This is an optimization exercise on Yosys and OpenROAD, whose aim is small area and a short achievable clock period, not a production implementation. RTL that was checked went through simulation tests only; none was proved equivalent to the original. Power is estimated from default activity; no workload was simulated.

==> v14: inputs <==
Design enigma_part3, start of the top module:
module enigma_part3(clk, srst_n, load, encrypt, crypt_mode, table_idx, code_in, code_out, code_valid);
input clk;
input srst_n;
input load;
input encrypt;
input crypt_mode;
input [1:0] table_idx;
input [5:0] code_in;
output [5:0] code_out;
output code_valid;
integer k;
reg idle_q, ready_q;
reg valid_q;
reg cm_q;
reg [5:0] z_q;
reg [1:0] dA_q;
reg [2:0] rB_q;
reg [7:0] bhi_q, blo_q;
reg [5:0] pb [0:31];
reg [5:0] a0 [0:63];
reg [5:0] br [0:63];
wire [5:0] bx [0:63];
wire in_load = ~idle_q & ~ready_q & load;
wire ld_pb = in_load & (table_idx == 2'd0);
wire ld_a  = in_load & (table_idx == 2'd1);
wire ld_b  = in_load & (table_idx == 2'd2);
wire sym   = ready_q & encrypt;
assign code_valid = valid_q;
function [5:0] pbl;
  input [5:0] x;
  reg [31:0] mt;
  reg [5:0] r;
  integer q;
  begin
    for (q = 0; q < 32; q = q + 1) mt[q] = (pb[q] == x);
    r = 6'd0;
    for (q = 0; q < 32; q = q + 1)
      if (mt[q ^ 1]) r = r | pb[q];
    pbl = (|mt) ? r : x;
  end
endfunction
reg [5:0] rotB_b;
always @* begin
  rotB_b = 6'd0;
  for (k = 0; k < 8; k = k + 1) begin
    if (bhi_q[k]) rotB_b[5:3] = rotB_b[5:3] | k[2:0];
    if (blo_q[k]) rotB_b[2:0] = rotB_b[2:0] | k[2:0];
  end
end
reg [5:0] ka;
always @* begin
  ka = 6'd0;
  for (k = 0; k < 64; k = k + 1)
    if (a0[k] == rotB_b) ka = ka | k[5:0];
end
wire [3:0] blo_s = {1'b0, ka[2:0]} + {1'b0, z_q[2:0]};
wire [2:0] bhi_s0 = ka[5:3] + z_q[5:3];
wire [2:0] bhi_s1 = bhi_s0 + 3'd1;
wire [5:0] rotA_b = {blo_s[3] ? bhi_s1 : bhi_s0, blo_s[2:0]};
assign code_out = {6{valid_q}} & pbl(rotA_b);
wire [1:0] d_a = valid_q ? (cm_q ? rotB_b[1:0] : dA_q) : 2'd0;
wire [5:0] y_f = z_q + {4'd0, d_a};
wire [2:0] m_e = valid_q ? (rB_q[2:0] ^ {3{cm_q}}) : 3'd0;
wire [7:0] oh = {8{sym}} & (8'd1 << m_e);
wire hold = ~sym & ~ld_b;
wire [5:0] pbo = pbl(code_in);
wire [5:0] w_f = -y_f;
wire [3:0] alo = {1'b0, pbo[2:0]} + {1'b0, w_f[2:0]};
  ...
Settings: LEC_CHECK=0, CAP_MARGIN=20, CORE_MARGIN=2, CORE_UTILIZATION=25, PLACE_DENSITY=0.35, SLEW_MARGIN=20, TNS_END_PERCENT=5; clock period 30.0 ns.
standard.sh (not shown) runs the stock make flow with config.mk's settings and CLKGATE_MAP_FILE= SYNTH_SCRIPT=/design/flow/synth_recipe.tcl, a recipe that flattens the netlist after the stock synthesis.
==> flow/flow/run.sh <==
#!/bin/bash
# Layout through the standard.sh. Synthesis is the standard flow's script with abc run on
# flow/yos.abc (yosys's default mapping script) instead of ORFS's speed script;
# ports buffered with buf_4; clock tree without dummy loads; timing repair is asked for a setup margin so
# the long paths get sized up.
cd "$(dirname "$0")/.."
export MY_ABC_SCRIPT=$PWD/flow/yos.abc
# the weakest sizes of the slow OR gates kept out of the mapping
export MY_ABC_DONT_USE="sky130_fd_sc_hd__or4_1 sky130_fd_sc_hd__or4b_1 sky130_fd_sc_hd__or3_1 sky130_fd_sc_hd__or3b_1 sky130_fd_sc_hd__a2111oi_0"
bash standard.sh SYNTH_SCRIPT=$PWD/flow/my_synth.tcl synth > synth.log 2>&1
bash standard.sh SETUP_SLACK_MARGIN=15 "BUFFER_PORTS_ARGS=-inputs -outputs -buffer_cell sky130_fd_sc_hd__buf_4" "CTS_ARGS=-sink_clustering_enable -repair_clock_nets -dont_use_dummy_load -buf_list sky130_fd_sc_hd__clkbuf_4" finish > standard.log 2>&1
==> flow/flow/my_synth.tcl <==
# The standard flow's synthesis script (synth_recipe.tcl), with abc run on the script named in MY_ABC_SCRIPT.
proc synth {args} { yosys synth -nofsm -noshare {*}$args }

proc abc {args} {
  set i [lsearch -exact $args -script]
  if {$i >= 0 && [info exists ::env(MY_ABC_SCRIPT)] && $::env(MY_ABC_SCRIPT) ne ""} {
    set args [lreplace $args [expr {$i + 1}] [expr {$i + 1}] $::env(MY_ABC_SCRIPT)]
  }
  if {[info exists ::env(MY_ABC_DONT_USE)]} {
    foreach c $::env(MY_ABC_DONT_USE) { lappend args -dont_use $c }
  }
  puts "abc (own script): $args"
  yosys abc {*}$args
}
source $::env(SCRIPTS_DIR)/synth.tcl
# left out here: clear keep_hierarchy, flatten, clean up, hide names made inside functions, write 1_2_yosys.v
==> flow/flow/yos.abc <==
strash
&get -n
&fraig -x
&put
scorr
dc2
dretime
strash
&get -n
&dch -f
&nf
&put
buffer
upsize
dnsize
stime -p
==> v20 (differences from v14) <==
--- a/flow/design.v
+++ b/flow/design.v
@@ -69,11 +69,13 @@
 wire [2:0] ahi0 = pbo[5:3] + w_f[5:3];
 wire [2:0] ahi1 = ahi0 + 3'd1;
 reg [5:0] ag [0:7];
 always @* for (k = 0; k < 8; k = k + 1) ag[k] = a0[{k[2:0], alo[2:0]}];
 wire [5:0] rotA_o = alo[3] ? ag[ahi1] : ag[ahi0];
-wire [5:0] rotB_o = bx[rotA_o];
+reg [5:0] bm1 [0:7];
+always @* for (k = 0; k < 8; k = k + 1) bm1[k] = bx[{k[2:0], rotA_o[2:0]}];
+wire [5:0] rotB_o = bm1[rotA_o[5:3]];
 reg [7:0] bhi, blo;
 always @* begin
   bhi = 8'd0; blo = 8'd0;
   for (k = 0; k < 64; k = k + 1) if (bx[k] == ~rotB_o) begin
     bhi[k >> 3] = 1'b1;
==> flow/flow/run.sh (replaced) <==
#!/bin/bash
# Layout through the standard.sh. Synthesis is the standard flow's script with abc run on
# flow/yos.abc (yosys's default mapping script) instead of ORFS's speed script;
# ports buffered with buf_4; clock tree without dummy loads; timing repair is asked for a setup margin so
# the long paths get sized up.
cd "$(dirname "$0")/.."
export MY_ABC_SCRIPT=$PWD/flow/yos.abc
bash standard.sh SYNTH_SCRIPT=$PWD/flow/my_synth.tcl synth > synth.log 2>&1
bash standard.sh SETUP_SLACK_MARGIN=15 "BUFFER_PORTS_ARGS=-inputs -outputs -buffer_cell sky130_fd_sc_hd__buf_4" "CTS_ARGS=-sink_clustering_enable -repair_clock_nets -dont_use_dummy_load -buf_list sky130_fd_sc_hd__clkbuf_4" finish > standard.log 2>&1
==> notes.md <==
	v14	v20
Run status	timing/DRC/antenna clean	timing/DRC/antenna clean
Internal power summed over all cells	3424 uW	3389 uW
Worst min-delay path endpoint	a0[50][1]	a0[47][1]
Power per Cell Area	116.2 nW/um2	117.5 nW/um2
Capture point of the worst reg-to-reg path	bhi_q[5]	blo_q[6]
Slowest stage cell on the critical path	a222oi_1	o22ai_1
Total via count after detailed routing	66,340	65,710
All-layer global routing usage	32.31%	30.21%
Antenna violations before repair	35	30
Cell area reported after detailed placement	63,320 um2	63,180 um2
M1 wire length	178,800 um	171,100 um
Grt met1 use	45.92%	44.06%
Largest driver fanout on the critical path	34	48
Final critical path time including I/O delays and setup	15.19 ns	15.01 ns
Gate count of the mapped netlist	6,590	6,593
Total non-filler cell area in the finished layout	67,560 um2	66,740 um2
Setup crit end	bhi_q[5]	blo_q[6]
Multiplexer share of the synthesized area	0%	0.03538%
CP Depth	40	34
Switching power share of the total	56.38%	56.79%
Sequential fraction of the synthesis area	36.43%	36.46%
Post-Synthesis Cell Area	60,170 um2	60,130 um2
Post-layout power	7849 uW	7844 uW
Gates resized, CTS repair	154	112
Placed insts	9,281	9,238
Gr busiest metal	met2	met1
Power dissipated in sequential cells	1570 uW	1560 uW
No functional check of the RTL was part of v14.

[afterwards: timing with drivers on the ports]
In the flow no input, the clock included, has a driving cell. The finished layouts below were timed again as built, in two steps. Step 1 assumes that a clkbuf_16 drives the clock port and a buf_2 every other input. Step 2, shift: input delay + t, output delay - t, t = (earliest + latest rising clock arrival at the registers) / 2. This alone moves slack from input paths to output paths. Slacks: ideal ports / drivers / drivers and shift; pairs: ideal ports / drivers.
run	shift t [ns]	slack for setup (ns)	worst hold slack (ns)
v14	1.434	14.814 / 14.851 / 13.416	0.301 / 0.301 / 0.301
v20	1.450	14.992 / 15.010 / 13.560	0.311 / 0.311 / 0.311
After both steps setup and hold are still met in every run listed. For v20, which loses most, drivers alone change the setup slack by +0.018 ns; drivers and shift together by -1.432 ns.
